This is an optimization exercise on Yosys and OpenROAD, whose aim is small area and a short achievable clock period, not a production implementation.
No run shown here included a check of the RTL's function; only the layout flow was run.
Power figures rest on the tool's default switching activity, not on a simulated workload.

==> flow/design.v, too long to show whole: its modules and the start of the top module <==
// module div_pre: 77 lines
// module div_post: 122 lines
// module alu_top: 805 lines
module alu_top (
    input clk,
    input [16-1:0] a,
    input [16-1:0] b,
    input [3:0] sel,
    output reg [16-1:0] y,
    output reg carry
);
  // ...
==> flow/flow/run.sh <==
#!/bin/bash
# Standard ORFS layout (standard.sh: unchanged synthesis, steps and SDC) with
# a larger setup slack margin for the repair steps.  At the design's 27 ns
# period every path already has slack, so without a margin the repair steps
# do nothing; with MARGIN ns they shorten every path longer than 27 - MARGIN.
set -euo pipefail
MARGIN=16.5
bash standard.sh SETUP_SLACK_MARGIN=$MARGIN  finish > standard.log 2>&1
==> flow/standard.sh <==
#!/bin/bash
# synth_recipe.tcl (not shown) runs the flow's synth.tcl, then flattens the netlist and writes it again
# the make line also repeats each setting of config.mk as NAME=value (left out here)
make -C /OpenROAD-flow-scripts/flow DESIGN_CONFIG=/design/flow/config.mk WORK_HOME=/design/flow/orfs CLKGATE_MAP_FILE= SYNTH_SCRIPT=/design/flow/synth_recipe.tcl "${@:-finish}"
==> flow/config.mk <==
export PLATFORM = sky130hd
export DESIGN_NAME = alu_top
export DESIGN_NICKNAME = alu_top
export VERILOG_FILES = /design/flow/design.v
export SDC_FILE = /design/flow/constraint.sdc
export NUM_CORES = 4
export LEC_CHECK = 0
export ABC_AREA = 1
export CAP_MARGIN = 20
export CORE_MARGIN = 2
export CORE_UTILIZATION = 55
export SLEW_MARGIN = 20
export SYNTH_HIERARCHICAL = 1
==> flow/constraint.sdc <==
create_clock -name core_clock -period 27.0 [get_ports {clk}]
set_input_delay 5.4000 -clock core_clock [delete_from_list [all_inputs] [get_ports {clk}]]
set_output_delay 5.4000 -clock core_clock [all_outputs]
set_load 0.01 [all_outputs]
==> metrics.md, run 1 <==
| Metric | Value |
|---|---|
| Status | timing/DRC/antenna clean |
| Worst hold margin | 0.457 ns |
| Initial antenna violation count | 1 |
| P_int | approximately 460 uW |
| Clk Latency, worst-skew pair | 0.38 ns |
| Layout cells sized above 1 | 0.242 |
| P_seq | 171 uW |
| Logic inverters | 465 |
| Final Power | around 900 uW |
| Core Area | between 0.02 and 0.03 mm^2 |
| CTS Buffer Depth | 2 |
| Clk pwr share | 0.147 |
| Most common cell after layout, fill and taps aside | nand2_1 |
| Area Overhead vs Synth | 16.0% |
| Switching pwr | 440 uW |
| Comb group | 594 uW |
| Sequential group share of total power | 0.190 |
| Seq Cell Count | 96 |
| Final HPWL DP | 38200 um |
| Clock Sinks | 96 |
| Max Cap Violations | 0 |
| Tapcell count | 390 |
| Cell mode on critical path | nand2_2 |
| WP data required | 27.32 ns |
| CP bufs+invs | 10 |
| Most area-consuming cells after synthesis | nand2_1 (19%), fa_1 (14%), dfxtp_1 (11%) |
| Hold_sp | s1_b[15] |
| CP endpoint kind | flop |
| DRT met1 WL | around 22000 um |
| Buffering overhead | 0.0820 |
| CP startpoint kind | flop |
| Worst-path clk slew | 0.08 ns |
==> module div_pre, before the edit <==
module div_pre (input [15:0] a, input [15:0] b, output [4:0] r, output [4:0] q);
  wire [0:0] t15 = a[15];
  wire [0:0] p15 = ~(t15 ^ b[0:0]);
  wire [1:0] c15;
  wire G15_0 = p15[0] ? 1'b0 : b[0];
  assign c15[0] = 1'b0;
  assign c15[1] = G15_0;
  wire [0:0] d15 = ~p15 ^ c15[0:0];
  wire q15 = ~|b[15:1] & ~c15[1];
  wire [0:0] r15 = q15 ? d15[0:0] : t15;
  wire [1:0] t14 = {r15, a[14]};
  wire [1:0] p14 = ~(t14 ^ b[1:0]);
  wire [2:0] c14;
  wire G14_0 = p14[0] ? 1'b0 : b[0];
  wire G14_1 = p14[1] ? G14_0 : b[1];
  assign c14[0] = 1'b0;
  assign c14[1] = G14_0;
  assign c14[2] = G14_1;
  wire [1:0] d14 = ~p14 ^ c14[1:0];
  wire q14 = ~|b[15:2] & ~c14[2];
  wire [1:0] r14 = q14 ? d14[1:0] : t14;
  wire [2:0] t13 = {r14, a[13]};
  wire [2:0] p13 = ~(t13 ^ b[2:0]);
  wire [3:0] c13;
  wire G13_0 = p13[0] ? 1'b0 : b[0];
  wire G13_1 = p13[2] ? b[1] : b[2];
  wire P13_1 = p13[2] & p13[1];
  wire G13_2 = P13_1 ? G13_0 : G13_1;
  wire G13_3 = p13[1] ? G13_0 : b[1];
  assign c13[0] = 1'b0;
  assign c13[1] = G13_0;
  assign c13[2] = G13_3;
  assign c13[3] = G13_2;
  wire [2:0] d13 = ~p13 ^ c13[2:0];
  wire q13 = ~|b[15:3] & ~c13[3];
  wire [2:0] r13 = q13 ? d13[2:0] : t13;
  wire [3:0] t12 = {r13, a[12]};
  wire [3:0] p12 = ~(t12 ^ b[3:0]);
  wire [4:0] c12;
  wire G12_0 = p12[0] ? 1'b0 : b[0];
  wire G12_1 = p12[2] ? b[1] : b[2];
  wire P12_1 = p12[2] & p12[1];
  wire G12_2 = P12_1 ? G12_0 : G12_1;
  wire G12_3 = p12[1] ? G12_0 : b[1];
  wire G12_4 = p12[3] ? G12_2 : b[3];
  assign c12[0] = 1'b0;
  assign c12[1] = G12_0;
  assign c12[2] = G12_3;
  assign c12[3] = G12_2;
  assign c12[4] = G12_4;
  wire [3:0] d12 = ~p12 ^ c12[3:0];
  wire q12 = ~|b[15:4] & ~c12[4];
  wire [3:0] r12 = q12 ? d12[3:0] : t12;
  wire [4:0] t11 = {r12, a[11]};
  wire [4:0] p11 = ~(t11 ^ b[4:0]);
  wire [5:0] c11;
  wire G11_0 = p11[0] ? 1'b0 : b[0];
  wire G11_1 = p11[2] ? b[1] : b[2];
  wire P11_1 = p11[2] & p11[1];
  wire G11_2 = p11[4] ? b[3] : b[4];
  wire P11_2 = p11[4] & p11[3];
  wire G11_3 = P11_1 ? G11_0 : G11_1;
  wire G11_4 = P11_2 ? G11_3 : G11_2;
  wire G11_5 = p11[1] ? G11_0 : b[1];
  wire G11_6 = p11[3] ? G11_3 : b[3];
  assign c11[0] = 1'b0;
  assign c11[1] = G11_0;
  assign c11[2] = G11_5;
  assign c11[3] = G11_3;
  assign c11[4] = G11_6;
  assign c11[5] = G11_4;
  wire [4:0] d11 = ~p11 ^ c11[4:0];
  wire q11 = ~|b[15:5] & ~c11[5];
  wire [4:0] r11 = q11 ? d11[4:0] : t11;
  assign r = r11;
  assign q = {q15, q14, q13, q12, q11};
endmodule
==> module div_post, before the edit <==
module div_post (input [1:0] a, input [15:0] b, input [13:0] rin, output [1:0] q);
  wire [14:0] t1 = {rin, a[1]};
  wire [14:0] p1 = ~(t1 ^ b[14:0]);
  wire [15:0] c1;
  wire G1_0 = p1[0] ? 1'b0 : b[0];
  wire G1_1 = p1[2] ? b[1] : b[2];
  wire P1_1 = p1[2] & p1[1];
  wire G1_2 = p1[4] ? b[3] : b[4];
  wire P1_2 = p1[4] & p1[3];
  wire G1_3 = p1[6] ? b[5] : b[6];
  wire P1_3 = p1[6] & p1[5];
  wire G1_4 = p1[8] ? b[7] : b[8];
  wire P1_4 = p1[8] & p1[7];
  wire G1_5 = p1[10] ? b[9] : b[10];
  wire P1_5 = p1[10] & p1[9];
  wire G1_6 = p1[12] ? b[11] : b[12];
  wire P1_6 = p1[12] & p1[11];
  wire G1_7 = p1[14] ? b[13] : b[14];
  wire P1_7 = p1[14] & p1[13];
  wire G1_8 = P1_1 ? G1_0 : G1_1;
  wire G1_9 = P1_3 ? G1_2 : G1_3;
  wire P1_9 = P1_3 & P1_2;
  wire G1_10 = P1_5 ? G1_4 : G1_5;
  wire P1_10 = P1_5 & P1_4;
  wire G1_11 = P1_7 ? G1_6 : G1_7;
  wire P1_11 = P1_7 & P1_6;
  wire G1_12 = P1_9 ? G1_8 : G1_9;
  wire G1_13 = P1_11 ? G1_10 : G1_11;
  wire P1_13 = P1_11 & P1_10;
  wire G1_14 = P1_13 ? G1_12 : G1_13;
  wire G1_15 = P1_10 ? G1_12 : G1_10;
  wire G1_16 = P1_2 ? G1_8 : G1_2;
  wire G1_17 = P1_4 ? G1_12 : G1_4;
  wire G1_18 = P1_6 ? G1_15 : G1_6;
  wire G1_19 = p1[1] ? G1_0 : b[1];
  wire G1_20 = p1[3] ? G1_8 : b[3];
  wire G1_21 = p1[5] ? G1_16 : b[5];
  wire G1_22 = p1[7] ? G1_12 : b[7];
  wire G1_23 = p1[9] ? G1_17 : b[9];
  wire G1_24 = p1[11] ? G1_15 : b[11];
  wire G1_25 = p1[13] ? G1_18 : b[13];
  assign c1[0] = 1'b0;
  assign c1[1] = G1_0;
  assign c1[2] = G1_19;
  assign c1[3] = G1_8;
  assign c1[4] = G1_20;
  assign c1[5] = G1_16;
  assign c1[6] = G1_21;
  assign c1[7] = G1_12;
  assign c1[8] = G1_22;
  assign c1[9] = G1_17;
  assign c1[10] = G1_23;
  assign c1[11] = G1_15;
  assign c1[12] = G1_24;
  assign c1[13] = G1_18;
  assign c1[14] = G1_25;
  assign c1[15] = G1_14;
  wire [14:0] d1 = ~p1 ^ c1[14:0];
  wire q1 = ~|b[15:15] & ~c1[15];
  wire [14:0] r1 = q1 ? d1[14:0] : t1;
  wire [15:0] t0 = {r1, a[0]};
  wire [15:0] p0 = ~(t0 ^ b[15:0]);
  wire [16:0] c0;
  wire G0_0 = p0[0] ? 1'b0 : b[0];
  wire G0_1 = p0[2] ? b[1] : b[2];
  wire P0_1 = p0[2] & p0[1];
  wire G0_2 = p0[4] ? b[3] : b[4];
  wire P0_2 = p0[4] & p0[3];
  wire G0_3 = p0[6] ? b[5] : b[6];
  wire P0_3 = p0[6] & p0[5];
  wire G0_4 = p0[8] ? b[7] : b[8];
  wire P0_4 = p0[8] & p0[7];
  wire G0_5 = p0[10] ? b[9] : b[10];
  wire P0_5 = p0[10] & p0[9];
  wire G0_6 = p0[12] ? b[11] : b[12];
  wire P0_6 = p0[12] & p0[11];
  wire G0_7 = p0[14] ? b[13] : b[14];
  wire P0_7 = p0[14] & p0[13];
  wire G0_8 = P0_1 ? G0_0 : G0_1;
  wire G0_9 = P0_3 ? G0_2 : G0_3;
  wire P0_9 = P0_3 & P0_2;
  wire G0_10 = P0_5 ? G0_4 : G0_5;
  wire P0_10 = P0_5 & P0_4;
  wire G0_11 = P0_7 ? G0_6 : G0_7;
  wire P0_11 = P0_7 & P0_6;
  wire G0_12 = P0_9 ? G0_8 : G0_9;
  wire G0_13 = P0_11 ? G0_10 : G0_11;
  wire P0_13 = P0_11 & P0_10;
  wire G0_14 = P0_13 ? G0_12 : G0_13;
  wire G0_15 = P0_10 ? G0_12 : G0_10;
  wire G0_16 = P0_2 ? G0_8 : G0_2;
  wire G0_17 = P0_4 ? G0_12 : G0_4;
  wire G0_18 = P0_6 ? G0_15 : G0_6;
  wire G0_19 = p0[1] ? G0_0 : b[1];
  wire G0_20 = p0[3] ? G0_8 : b[3];
  wire G0_21 = p0[5] ? G0_16 : b[5];
  wire G0_22 = p0[7] ? G0_12 : b[7];
  wire G0_23 = p0[9] ? G0_17 : b[9];
  wire G0_24 = p0[11] ? G0_15 : b[11];
  wire G0_25 = p0[13] ? G0_18 : b[13];
  wire G0_26 = p0[15] ? G0_14 : b[15];
  assign c0[0] = 1'b0;
  assign c0[1] = G0_0;
  assign c0[2] = G0_19;
  assign c0[3] = G0_8;
  assign c0[4] = G0_20;
  assign c0[5] = G0_16;
  assign c0[6] = G0_21;
  assign c0[7] = G0_12;
  assign c0[8] = G0_22;
  assign c0[9] = G0_17;
  assign c0[10] = G0_23;
  assign c0[11] = G0_15;
  assign c0[12] = G0_24;
  assign c0[13] = G0_18;
  assign c0[14] = G0_25;
  assign c0[15] = G0_14;
  assign c0[16] = G0_26;
  wire [15:0] d0 = ~p0 ^ c0[15:0];
  wire q0 = 1'b1 & ~c0[16];
  assign q = {q1, q0};
endmodule
==> run 2: changes to the inputs <==
--- a/flow/design.v
+++ b/flow/design.v
@@ -1,9 +1,9 @@
-module div_pre (input [15:0] a, input [15:0] b, output [4:0] r, output [4:0] q);
+module div_pre (input [15:0] a, input [15:0] b, output [5:0] r, output [5:0] q);
   wire [0:0] t15 = a[15];
   wire [0:0] p15 = ~(t15 ^ b[0:0]);
   wire [1:0] c15;
   wire G15_0 = p15[0] ? 1'b0 : b[0];
   assign c15[0] = 1'b0;
   assign c15[1] = G15_0;
   wire [0:0] d15 = ~p15 ^ c15[0:0];
   wire q15 = ~|b[15:1] & ~c15[1];
@@ -20,65 +20,90 @@
   wire q14 = ~|b[15:2] & ~c14[2];
   wire [1:0] r14 = q14 ? d14[1:0] : t14;
   wire [2:0] t13 = {r14, a[13]};
   wire [2:0] p13 = ~(t13 ^ b[2:0]);
   wire [3:0] c13;
   wire G13_0 = p13[0] ? 1'b0 : b[0];
   wire G13_1 = p13[2] ? b[1] : b[2];
   wire P13_1 = p13[2] & p13[1];
-  wire G13_2 = P13_1 ? G13_0 : G13_1;
-  wire G13_3 = p13[1] ? G13_0 : b[1];
+  wire G13_2 = p13[1] ? G13_0 : b[1];
+  wire G13_3 = P13_1 ? G13_0 : G13_1;
   assign c13[0] = 1'b0;
   assign c13[1] = G13_0;
-  assign c13[2] = G13_3;
-  assign c13[3] = G13_2;
+  assign c13[2] = G13_2;
+  assign c13[3] = G13_3;
   wire [2:0] d13 = ~p13 ^ c13[2:0];
   wire q13 = ~|b[15:3] & ~c13[3];
   wire [2:0] r13 = q13 ? d13[2:0] : t13;
   wire [3:0] t12 = {r13, a[12]};
   wire [3:0] p12 = ~(t12 ^ b[3:0]);
   wire [4:0] c12;
   wire G12_0 = p12[0] ? 1'b0 : b[0];
   wire G12_1 = p12[2] ? b[1] : b[2];
   wire P12_1 = p12[2] & p12[1];
-  wire G12_2 = P12_1 ? G12_0 : G12_1;
-  wire G12_3 = p12[1] ? G12_0 : b[1];
-  wire G12_4 = p12[3] ? G12_2 : b[3];
+  wire G12_2 = p12[1] ? G12_0 : b[1];
+  wire G12_3 = P12_1 ? G12_0 : G12_1;
+  wire G12_4 = p12[3] ? G12_3 : b[3];
   assign c12[0] = 1'b0;
   assign c12[1] = G12_0;
-  assign c12[2] = G12_3;
-  assign c12[3] = G12_2;
+  assign c12[2] = G12_2;
+  assign c12[3] = G12_3;
   assign c12[4] = G12_4;
   wire [3:0] d12 = ~p12 ^ c12[3:0];
   wire q12 = ~|b[15:4] & ~c12[4];
   wire [3:0] r12 = q12 ? d12[3:0] : t12;
   wire [4:0] t11 = {r12, a[11]};
   wire [4:0] p11 = ~(t11 ^ b[4:0]);
   wire [5:0] c11;
   wire G11_0 = p11[0] ? 1'b0 : b[0];
   wire G11_1 = p11[2] ? b[1] : b[2];
   wire P11_1 = p11[2] & p11[1];
   wire G11_2 = p11[4] ? b[3] : b[4];
   wire P11_2 = p11[4] & p11[3];
-  wire G11_3 = P11_1 ? G11_0 : G11_1;
-  wire G11_4 = P11_2 ? G11_3 : G11_2;
-  wire G11_5 = p11[1] ? G11_0 : b[1];
-  wire G11_6 = p11[3] ? G11_3 : b[3];
+  wire G11_3 = p11[1] ? G11_0 : b[1];
+  wire G11_4 = P11_1 ? G11_0 : G11_1;
+  wire G11_5 = p11[3] ? G11_4 : b[3];
+  wire G11_6 = P11_2 ? G11_4 : G11_2;
   assign c11[0] = 1'b0;
   assign c11[1] = G11_0;
-  assign c11[2] = G11_5;
-  assign c11[3] = G11_3;
-  assign c11[4] = G11_6;
-  assign c11[5] = G11_4;
+  assign c11[2] = G11_3;
+  assign c11[3] = G11_4;
+  assign c11[4] = G11_5;
+  assign c11[5] = G11_6;
   wire [4:0] d11 = ~p11 ^ c11[4:0];
   wire q11 = ~|b[15:5] & ~c11[5];
   wire [4:0] r11 = q11 ? d11[4:0] : t11;
-  assign r = r11;
-  assign q = {q15, q14, q13, q12, q11};
+  wire [5:0] t10 = {r11, a[10]};
+  wire [5:0] p10 = ~(t10 ^ b[5:0]);
+  wire [6:0] c10;
+  wire G10_0 = p10[0] ? 1'b0 : b[0];
+  wire G10_1 = p10[2] ? b[1] : b[2];
+  wire P10_1 = p10[2] & p10[1];
+  wire G10_2 = p10[4] ? b[3] : b[4];
+  wire P10_2 = p10[4] & p10[3];
+  wire G10_3 = p10[1] ? G10_0 : b[1];
+  wire G10_4 = P10_1 ? G10_0 : G10_1;
+  wire G10_5 = p10[5] ? G10_2 : b[5];
+  wire P10_5 = p10[5] & P10_2;
+  wire G10_6 = p10[3] ? G10_4 : b[3];
+  wire G10_7 = P10_2 ? G10_4 : G10_2;
+  wire G10_8 = P10_5 ? G10_4 : G10_5;
+  assign c10[0] = 1'b0;
+  assign c10[1] = G10_0;
+  assign c10[2] = G10_3;
+  assign c10[3] = G10_4;
+  assign c10[4] = G10_6;
+  assign c10[5] = G10_7;
+  assign c10[6] = G10_8;
+  wire [5:0] d10 = ~p10 ^ c10[5:0];
+  wire q10 = ~|b[15:6] & ~c10[6];
+  wire [5:0] r10 = q10 ? d10[5:0] : t10;
+  assign r = r10;
+  assign q = {q15, q14, q13, q12, q11, q10};
 endmodule
 module div_post (input [1:0] a, input [15:0] b, input [13:0] rin, output [1:0] q);
   wire [14:0] t1 = {rin, a[1]};
   wire [14:0] p1 = ~(t1 ^ b[14:0]);
   wire [15:0] c1;
   wire G1_0 = p1[0] ? 1'b0 : b[0];
   wire G1_1 = p1[2] ? b[1] : b[2];
   wire P1_1 = p1[2] & p1[1];
@@ -89,54 +114,66 @@
   wire G1_4 = p1[8] ? b[7] : b[8];
   wire P1_4 = p1[8] & p1[7];
   wire G1_5 = p1[10] ? b[9] : b[10];
   wire P1_5 = p1[10] & p1[9];
   wire G1_6 = p1[12] ? b[11] : b[12];
   wire P1_6 = p1[12] & p1[11];
   wire G1_7 = p1[14] ? b[13] : b[14];
   wire P1_7 = p1[14] & p1[13];
-  wire G1_8 = P1_1 ? G1_0 : G1_1;
-  wire G1_9 = P1_3 ? G1_2 : G1_3;
-  wire P1_9 = P1_3 & P1_2;
-  wire G1_10 = P1_5 ? G1_4 : G1_5;
-  wire P1_10 = P1_5 & P1_4;
-  wire G1_11 = P1_7 ? G1_6 : G1_7;
-  wire P1_11 = P1_7 & P1_6;
-  wire G1_12 = P1_9 ? G1_8 : G1_9;
-  wire G1_13 = P1_11 ? G1_10 : G1_11;
-  wire P1_13 = P1_11 & P1_10;
-  wire G1_14 = P1_13 ? G1_12 : G1_13;
-  wire G1_15 = P1_10 ? G1_12 : G1_10;
-  wire G1_16 = P1_2 ? G1_8 : G1_2;
-  wire G1_17 = P1_4 ? G1_12 : G1_4;
-  wire G1_18 = P1_6 ? G1_15 : G1_6;
-  wire G1_19 = p1[1] ? G1_0 : b[1];
-  wire G1_20 = p1[3] ? G1_8 : b[3];
-  wire G1_21 = p1[5] ? G1_16 : b[5];
-  wire G1_22 = p1[7] ? G1_12 : b[7];
-  wire G1_23 = p1[9] ? G1_17 : b[9];
-  wire G1_24 = p1[11] ? G1_15 : b[11];
-  wire G1_25 = p1[13] ? G1_18 : b[13];
+  wire G1_8 = p1[1] ? G1_0 : b[1];
+  wire G1_9 = P1_1 ? G1_0 : G1_1;
+  wire G1_10 = p1[5] ? G1_2 : b[5];
+  wire P1_10 = p1[5] & P1_2;
+  wire G1_11 = P1_3 ? G1_2 : G1_3;
+  wire P1_11 = P1_3 & P1_2;
+  wire G1_12 = p1[9] ? G1_4 : b[9];
+  wire P1_12 = p1[9] & P1_4;
+  wire G1_13 = P1_5 ? G1_4 : G1_5;
+  wire P1_13 = P1_5 & P1_4;
+  wire G1_14 = p1[13] ? G1_6 : b[13];
+  wire P1_14 = p1[13] & P1_6;
+  wire G1_15 = P1_7 ? G1_6 : G1_7;
+  wire P1_15 = P1_7 & P1_6;
+  wire G1_16 = p1[3] ? G1_9 : b[3];
+  wire G1_17 = P1_2 ? G1_9 : G1_2;
+  wire G1_18 = P1_10 ? G1_9 : G1_10;
+  wire G1_19 = P1_11 ? G1_9 : G1_11;
+  wire G1_20 = p1[11] ? G1_13 : b[11];
+  wire P1_20 = p1[11] & P1_13;
+  wire G1_21 = P1_6 ? G1_13 : G1_6;
+  wire P1_21 = P1_6 & P1_13;
+  wire G1_22 = P1_14 ? G1_13 : G1_14;
+  wire P1_22 = P1_14 & P1_13;
+  wire G1_23 = P1_15 ? G1_13 : G1_15;
+  wire P1_23 = P1_15 & P1_13;
+  wire G1_24 = p1[7] ? G1_19 : b[7];
+  wire G1_25 = P1_4 ? G1_19 : G1_4;
+  wire G1_26 = P1_12 ? G1_19 : G1_12;
+  wire G1_27 = P1_13 ? G1_19 : G1_13;
+  wire G1_28 = P1_20 ? G1_19 : G1_20;
+  wire G1_29 = P1_21 ? G1_19 : G1_21;
+  wire G1_30 = P1_22 ? G1_19 : G1_22;
+  wire G1_31 = P1_23 ? G1_19 : G1_23;
   assign c1[0] = 1'b0;
   assign c1[1] = G1_0;
-  assign c1[2] = G1_19;
-  assign c1[3] = G1_8;
-  assign c1[4] = G1_20;
-  assign c1[5] = G1_16;
-  assign c1[6] = G1_21;
-  assign c1[7] = G1_12;
-  assign c1[8] = G1_22;
-  assign c1[9] = G1_17;
-  assign c1[10] = G1_23;
-  assign c1[11] = G1_15;
-  assign c1[12] = G1_24;
-  assign c1[13] = G1_18;
-  assign c1[14] = G1_25;
-  assign c1[15] = G1_14;
+  assign c1[2] = G1_8;
+  assign c1[3] = G1_9;
+  assign c1[4] = G1_16;
+  assign c1[5] = G1_17;
+  assign c1[6] = G1_18;
+  assign c1[7] = G1_19;
+  assign c1[8] = G1_24;
+  assign c1[9] = G1_25;
+  assign c1[10] = G1_26;
+  assign c1[11] = G1_27;
+  assign c1[12] = G1_28;
+  assign c1[13] = G1_29;
+  assign c1[14] = G1_30;
+  assign c1[15] = G1_31;
   wire [14:0] d1 = ~p1 ^ c1[14:0];
   wire q1 = ~|b[15:15] & ~c1[15];
   wire [14:0] r1 = q1 ? d1[14:0] : t1;
   wire [15:0] t0 = {r1, a[0]};
   wire [15:0] p0 = ~(t0 ^ b[15:0]);
   wire [16:0] c0;
   wire G0_0 = p0[0] ? 1'b0 : b[0];
   wire G0_1 = p0[2] ? b[1] : b[2];
@@ -148,104 +185,93 @@
   wire G0_4 = p0[8] ? b[7] : b[8];
   wire P0_4 = p0[8] & p0[7];
   wire G0_5 = p0[10] ? b[9] : b[10];
   wire P0_5 = p0[10] & p0[9];
   wire G0_6 = p0[12] ? b[11] : b[12];
   wire P0_6 = p0[12] & p0[11];
   wire G0_7 = p0[14] ? b[13] : b[14];
   wire P0_7 = p0[14] & p0[13];
-  wire G0_8 = P0_1 ? G0_0 : G0_1;
-  wire G0_9 = P0_3 ? G0_2 : G0_3;
-  wire P0_9 = P0_3 & P0_2;
-  wire G0_10 = P0_5 ? G0_4 : G0_5;
-  wire P0_10 = P0_5 & P0_4;
-  wire G0_11 = P0_7 ? G0_6 : G0_7;
-  wire P0_11 = P0_7 & P0_6;
-  wire G0_12 = P0_9 ? G0_8 : G0_9;
-  wire G0_13 = P0_11 ? G0_10 : G0_11;
-  wire P0_13 = P0_11 & P0_10;
-  wire G0_14 = P0_13 ? G0_12 : G0_13;
-  wire G0_15 = P0_10 ? G0_12 : G0_10;
-  wire G0_16 = P0_2 ? G0_8 : G0_2;
-  wire G0_17 = P0_4 ? G0_12 : G0_4;
-  wire G0_18 = P0_6 ? G0_15 : G0_6;
-  wire G0_19 = p0[1] ? G0_0 : b[1];
-  wire G0_20 = p0[3] ? G0_8 : b[3];
-  wire G0_21 = p0[5] ? G0_16 : b[5];
-  wire G0_22 = p0[7] ? G0_12 : b[7];
-  wire G0_23 = p0[9] ? G0_17 : b[9];
-  wire G0_24 = p0[11] ? G0_15 : b[11];
-  wire G0_25 = p0[13] ? G0_18 : b[13];
-  wire G0_26 = p0[15] ? G0_14 : b[15];
+  wire G0_8 = p0[1] ? G0_0 : b[1];
+  wire G0_9 = P0_1 ? G0_0 : G0_1;
+  wire G0_10 = p0[5] ? G0_2 : b[5];
+  wire P0_10 = p0[5] & P0_2;
+  wire G0_11 = P0_3 ? G0_2 : G0_3;
+  wire P0_11 = P0_3 & P0_2;
+  wire G0_12 = p0[9] ? G0_4 : b[9];
+  wire P0_12 = p0[9] & P0_4;
+  wire G0_13 = P0_5 ? G0_4 : G0_5;
+  wire P0_13 = P0_5 & P0_4;
+  wire G0_14 = p0[13] ? G0_6 : b[13];
+  wire P0_14 = p0[13] & P0_6;
+  wire G0_15 = P0_7 ? G0_6 : G0_7;
+  wire P0_15 = P0_7 & P0_6;
+  wire G0_16 = p0[3] ? G0_9 : b[3];
+  wire G0_17 = P0_2 ? G0_9 : G0_2;
+  wire G0_18 = P0_10 ? G0_9 : G0_10;
+  wire G0_19 = P0_11 ? G0_9 : G0_11;
+  wire G0_20 = p0[11] ? G0_13 : b[11];
+  wire P0_20 = p0[11] & P0_13;
+  wire G0_21 = P0_6 ? G0_13 : G0_6;
+  wire P0_21 = P0_6 & P0_13;
+  wire G0_22 = P0_14 ? G0_13 : G0_14;
+  wire P0_22 = P0_14 & P0_13;
+  wire G0_23 = P0_15 ? G0_13 : G0_15;
+  wire P0_23 = P0_15 & P0_13;
+  wire G0_24 = p0[7] ? G0_19 : b[7];
+  wire G0_25 = P0_4 ? G0_19 : G0_4;
+  wire G0_26 = P0_12 ? G0_19 : G0_12;
+  wire G0_27 = P0_13 ? G0_19 : G0_13;
+  wire G0_28 = P0_20 ? G0_19 : G0_20;
+  wire G0_29 = P0_21 ? G0_19 : G0_21;
+  wire G0_30 = P0_22 ? G0_19 : G0_22;
+  wire G0_31 = P0_23 ? G0_19 : G0_23;
+  wire G0_32 = p0[15] ? G0_31 : b[15];
   assign c0[0] = 1'b0;
   assign c0[1] = G0_0;
-  assign c0[2] = G0_19;
-  assign c0[3] = G0_8;
-  assign c0[4] = G0_20;
-  assign c0[5] = G0_16;
-  assign c0[6] = G0_21;
-  assign c0[7] = G0_12;
-  assign c0[8] = G0_22;
-  assign c0[9] = G0_17;
-  assign c0[10] = G0_23;
-  assign c0[11] = G0_15;
-  assign c0[12] = G0_24;
-  assign c0[13] = G0_18;
-  assign c0[14] = G0_25;
-  assign c0[15] = G0_14;
-  assign c0[16] = G0_26;
+  assign c0[2] = G0_8;
+  assign c0[3] = G0_9;
+  assign c0[4] = G0_16;
+  assign c0[5] = G0_17;
+  assign c0[6] = G0_18;
+  assign c0[7] = G0_19;
+  assign c0[8] = G0_24;
+  assign c0[9] = G0_25;
+  assign c0[10] = G0_26;
+  assign c0[11] = G0_27;
+  assign c0[12] = G0_28;
+  assign c0[13] = G0_29;
+  assign c0[14] = G0_30;
+  assign c0[15] = G0_31;
+  assign c0[16] = G0_32;
   wire [15:0] d0 = ~p0 ^ c0[15:0];
   wire q0 = 1'b1 & ~c0[16];
   assign q = {q1, q0};
 endmodule
 module alu_top (
     input clk,
     input [16-1:0] a,
     input [16-1:0] b,
     input [3:0] sel,
     output reg [16-1:0] y,
     output reg carry
 );
-  wire [4:0] ra, qa;
+  wire [5:0] ra, qa;
   div_pre u_pre (.a(a), .b(b), .r(ra), .q(qa));
   reg [15:0] s1_a, s1_b;
   reg [3:0] s1_sel;
-  reg [4:0] s1_r, s1_q;
+  reg [5:0] s1_r, s1_q;
   always @(posedge clk) begin
     s1_a <= a;
     s1_b <= b;
     s1_sel <= sel;
     s1_r <= ra;
     s1_q <= qa;
   end
-  wire [5:0] t10 = {s1_r, s1_a[10]};
-  wire [5:0] p10 = ~(t10 ^ s1_b[5:0]);
-  wire [6:0] c10;
-  wire G10_0 = p10[0] ? 1'b0 : s1_b[0];
-  wire G10_1 = p10[2] ? s1_b[1] : s1_b[2];
-  wire P10_1 = p10[2] & p10[1];
-  wire G10_2 = p10[4] ? s1_b[3] : s1_b[4];
-  wire P10_2 = p10[4] & p10[3];
-  wire G10_3 = P10_1 ? G10_0 : G10_1;
-  wire G10_4 = P10_2 ? G10_3 : G10_2;
-  wire G10_5 = p10[1] ? G10_0 : s1_b[1];
-  wire G10_6 = p10[3] ? G10_3 : s1_b[3];
-  wire G10_7 = p10[5] ? G10_4 : s1_b[5];
-  assign c10[0] = 1'b0;
-  assign c10[1] = G10_0;
-  assign c10[2] = G10_5;
-  assign c10[3] = G10_3;
-  assign c10[4] = G10_6;
-  assign c10[5] = G10_4;
-  assign c10[6] = G10_7;
-  wire [5:0] d10 = ~p10 ^ c10[5:0];
-  wire q10 = ~|s1_b[15:6] & ~c10[6];
-  wire [5:0] r10 = q10 ? d10[5:0] : t10;
-  wire [6:0] t9 = {r10, s1_a[9]};
+  wire [6:0] t9 = {s1_r, s1_a[9]};
   wire [6:0] p9 = ~(t9 ^ s1_b[6:0]);
   wire [7:0] c9;
   wire G9_0 = p9[0] ? 1'b0 : s1_b[0];
   wire G9_1 = p9[2] ? s1_b[1] : s1_b[2];
   wire P9_1 = p9[2] & p9[1];
   wire G9_2 = p9[4] ? s1_b[3] : s1_b[4];
   wire P9_2 = p9[4] & p9[3];
   wire G9_3 = p9[6] ? s1_b[5] : s1_b[6];
@@ -556,17 +582,17 @@
   assign c2[11] = G2_11;
   assign c2[12] = G2_20;
   assign c2[13] = G2_14;
   assign c2[14] = G2_21;
   wire [13:0] d2 = ~p2 ^ c2[13:0];
   wire q2 = ~|s1_b[15:14] & ~c2[14];
   wire [13:0] r2 = q2 ? d2[13:0] : t2;
   wire [13:0] rb = r2;
-  wire [10:2] qb = {q10, q9, q8, q7, q6, q5, q4, q3, q2};
+  wire [9:2] qb = {q9, q8, q7, q6, q5, q4, q3, q2};
   wire [15:0] o;
   wire co;
   wire [16:0] sc, dc; wire [16:0] sum; wire [15:0] dif;
   assign sc[0] = 1'b0; assign dc[0] = 1'b1;
   genvar k;
   generate for (k = 0; k < 16; k = k + 1) begin : rip
     assign sum[k] = s1_a[k] ^ s1_b[k] ^ sc[k];
     assign sc[k+1] = (s1_a[k] & s1_b[k]) | (sc[k] & (s1_a[k] ^ s1_b[k]));
==> metrics.md, run 2 <==
| Metric | Value |
|---|---|
| EDFF count, synth | 0 (unchanged) |
| CP startpoint kind | flop (unchanged) |
| Post-CTS Hold Buffers | 0 (unchanged) |
| Antenna viol nets, final | 0 (unchanged) |
| Yosys top cell by area | nand2_1 (unchanged) |
| Std-Cell Rows | 63 (unchanged) |
| First-pass GRT wire length | 79000 um (was 80000 um) |
| Area Overhead vs Synth | 7.95% (was 16.0%) |
| Most frequent cells in the layout | nand2_1 (911), inv_1 (421), nand3_1 (286) (was nand2_1 (770), inv_1 (402), nand3_1 (223)) |
| HP Class | flop to flop (unchanged) |
| Top cell type's share of synthesized area | 0.210 (was 0.188) |
| Flops & latches, synth | 98 (was 96) |
| Post-synth top flop | dfxtp_1 (unchanged) |
| Unrepaired setup endpoints after global routing | false (unchanged) |
| Mapped Cells | 2589 (was 2534) |
| Vias after detailed routing | 16100 (was 16600) |
| Drt first pass iters | 6 (unchanged) |
| FF+latch area | 0.00197 mm^2 (was 0.00195 mm^2) |
| Count leader, synth | nand2_1 (unchanged) |
| Gr usage total | 0.323 (was 0.327) |
| Max-slew headroom | 0.312 (was 0.274) |
| Most common cell after layout, fill and taps aside | nand2_1 (unchanged) |
| PortBufs | 53 (unchanged) |
| Cell area after synthesis | 0.0163 mm^2 (was 0.0167 mm^2) |
| Finish-stage setup viols | 0 (unchanged) |
| Vias in the first global route | 15200 (was 15300) |
| Final Non-Filler Cells | 3007 (was 3031) |
| Period utilization | 0.355 (was 0.370) |
| Final #Nets | 2839 (was 2861) |
| Congestion Overflow GR | 0 (unchanged) |
| Die area | 0.0311 mm^2 (was 0.0318 mm^2) |
| Warnings, synthesis | 7 (unchanged) |
| Cell mode on critical path | nand2_1 (was nand2_2) |
| Pin count of the biggest net entering global routing | 31 (was 28) |
| Mean area per synthesized cell | 6.31 um^2 (was 6.61 um^2) |
| DR vias/cell | 5.34 (was 5.48) |
| DP Worst Slack | 16.69 ns (was 15.54 ns) |
| CP endpoint kind | flop (unchanged) |
| Diodes inserted | 0 (was 1) |
| Clock skew | 0.00959 ns (was 0.0193 ns) |
| Yosys cell types | 63 (was 66) |
| Fin. max-slew vios | 0 (unchanged) |
| Detailed Route Iter0 Violations | 1391 (was 1296) |
| Slowest CP cell | dfxtp_1 (was dfxtp_4) |
| # H-tree levels | 3 (unchanged) |
| Layout cells sized above 1 | 0.126 (was 0.242) |
| Status | timing/DRC/antenna clean (unchanged) |
| Leakage | 0.0100 uW (was 0.0105 uW) |
| Critical path data arrival time | 9.85 ns (was 10.31 ns) |
| Clock root cell | clkbuf_16 (unchanged) |
| Area of the multi-input gates | 0.0121 mm^2 (was 0.0132 mm^2) |
| Placed cells | 2978 (was 2922) |
| Clk Latency, worst-skew pair | 0.36 ns (was 0.38 ns) |
| Synthesized Nets | 2816 (was 2760) |
| RD Place Congestion | 0.980 (was 0.935) |
| Final min period | 9.60 ns (was 9.99 ns) |
| Max Cap Violations | 0 (unchanged) |
| Worst Path Max Fanout | 24 (was 14) |
| TritonCTS Buffers | 9 (unchanged) |
| Setup_tns | 0 ns (unchanged) |
| Slew @ Worst Pin | 1.01 ns (was 1.09 ns) |
| Core Area | 0.0295 mm^2 (was 0.0298 mm^2) |
| DIE WIDTH | 176 um (was 178 um) |
| Per-cell routed wire length | 16.6 um (was 17.8 um) |
| Post-synthesis sequential area ratio | 0.120 (was 0.115) |
| Die H | 176 um (was 178 um) |
| # DRC | 0 (unchanged) |
| Worst-path clk slew | 0.07 ns (was 0.08 ns) |
| Peak VDD IR | 37.6 uV (was 45.9 uV) |
| Post-synth top cells | nand2_1 (913), inv_1 (422), nand3_1 (287) (was nand2_1 (838), inv_1 (408), nand3_1 (262)) |
| Fmax | 104 MHz (was 100 MHz) |
| Final HPWL DP | 38000 um (was 38200 um) |
| Initial antenna violation count | 0 (was 1) |
| CTS Buffer Depth | 2 (unchanged) |
| Clock Sinks | 98 (was 96) |
| Final Hold Viols | 0 (unchanged) |
| Pwr dens | 50.0 mW/mm^2 (was 46.2 mW/mm^2) |
| Number of I/O pins | 54 (unchanged) |
| Filler Cell Count | 2892 (was 2711) |
| Most area-consuming cells after synthesis | nand2_1 (21%), fa_1 (15%), dfxtp_1 (12%) (was nand2_1 (19%), fa_1 (14%), dfxtp_1 (11%)) |
| WP data required | 27.25 ns (was 27.32 ns) |
| CTS tree | yes (unchanged) |
| Slowest stage delay, CP | 0.31 ns (was 0.37 ns) |
| WL final | 49900 um (was 54000 um) |
| Async set-reset flop share out of synthesis | 0 (unchanged) |
| Post-layout util | 0.598 (was 0.651) |
| CP Class | flop to flop (unchanged) |
| Final WS setup | 17.40 ns (was 17.01 ns) |
| Starting Density | 0.554 (was 0.562) |
[run 2: report_power, final]
part | total (uW) | internal (uW) | leakage (uW) | switching [uW]
registers | 171 | 159 | 0.000825 | 11.6
clock network | 127 | 66.4 | 0.000146 | 60.7
logic | 584 | 226 | 0.00903 | 358
[run 2: metal layers]
layer / routed length, um / global-route usage / vias to the layer above / share of wire
li1: - / - / 7988 / -
met1: 22100 / 0.429 / 7405 / 0.44
met2: 23100 / 0.542 / 567 / 0.46
met3: 3190 / 0.0411 / 104 / 0.064
met4: 1520 / 0.113 / 0 / 0.031
met5: 0 / 0 / - / 0
[run 2: what timing repair did]
| item | 4_1_cts | 5_1_grt |
|---|---|---|
| resized for setup | 0 | 67 |
| endpoints found under the setup margin | 0 | 15 |
| setup buffers | 0 | 7 |
[run 2: path summary, 6_finish.rpt]
check / slack [ns] / endpoint / depth (start not counted) / from
worst max-delay path: 17.40 / s2_r[12] / 84 / s1_b[2]
worst min-delay path: 0.50 / s2_b[13] / 0 / s1_b[13]
worst max register to register: 17.40 / s2_r[12] / 84 / s1_b[2]
worst min register to register: 0.50 / s2_b[13] / 0 / s1_b[13]
[run 2: cells by family after synthesis]
family          share of synthesized area
mux                               0.00138
fa+ha+maj                           0.201
compound gates                     0.0558
simple gates                        0.436
buf+inv                             0.148
xor+xnor                           0.0381
flops                               0.120
[run 2: through the flow]
step	total power, uW	cell area (um^2)	hold slack (ns)
6_report	882	17600	0.498
5_1_grt	965	17600	0.492
4_1_cts	874	17200	0.510
3_5_place_dp	741	17000	0.483
3_3_place_gp	735	17000	0.488
2_1_floorplan	581	16300	0.353
[run 2: layout make-up]
type | instances | share of cell area
clock buffers | 10 | 0.0136
clock inverters | 6 | 0.00270
inverters | 476 | 0.106
multi-input cells | 1938 | 0.687
flip-flops and latches | 98 | 0.112
well taps | 390 | 0.0277
repair buffers | 89 | 0.0514
[run 2: modules after synthesis, one instance, submodules excluded]
| module | flops+latches | cells | times used |
|---|---|---|---|
| alu_top | 98 | 1982 | 1 |
| div_post | 0 | 344 | 1 |
| div_pre | 0 | 263 | 1 |
[run 2: critical path, delay by kind of cell, from the launching register on]
| kind | cells | cell delay [ns] |
|---|---|---|
| AOI/OAI and AO/OA | 2 | 0.38 |
| DFF | 1 | 0.31 |
| and+or+nand+nor | 74 | 7.76 |
| buffers and inverters | 8 | 1.01 |

afterwards: timing with drivers on the ports:
No port has a modelled driver above. Below, the same layouts with a new extraction and two added sets of constraints. Step 1 assumes that a clkbuf_16 drives the clock port and a buf_2 every other input. Step 2 times the ports against the registers' clock, not the clock port: input delays grow and output delays shrink by t, the midpoint of the rising clock arrivals with the driver on. Three values: ideal, step 1, step 2; two values: the first two.
run | t, ns | setup WS [ns] | latest minus earliest clock arrival (ns) | pins driven straight from the clock port
run 1 | 0.417 | 17.007 / 17.007 / 17.007 | 0.021 / 0.021 | 1
run 2 | 0.413 | 17.403 / 17.403 / 17.187 | 0.011 / 0.010 | 1
After both steps every run listed still meets setup and hold. For run 2, which loses most, drivers alone change the setup slack by 0.000 ns; drivers and shift together by -0.216 ns.
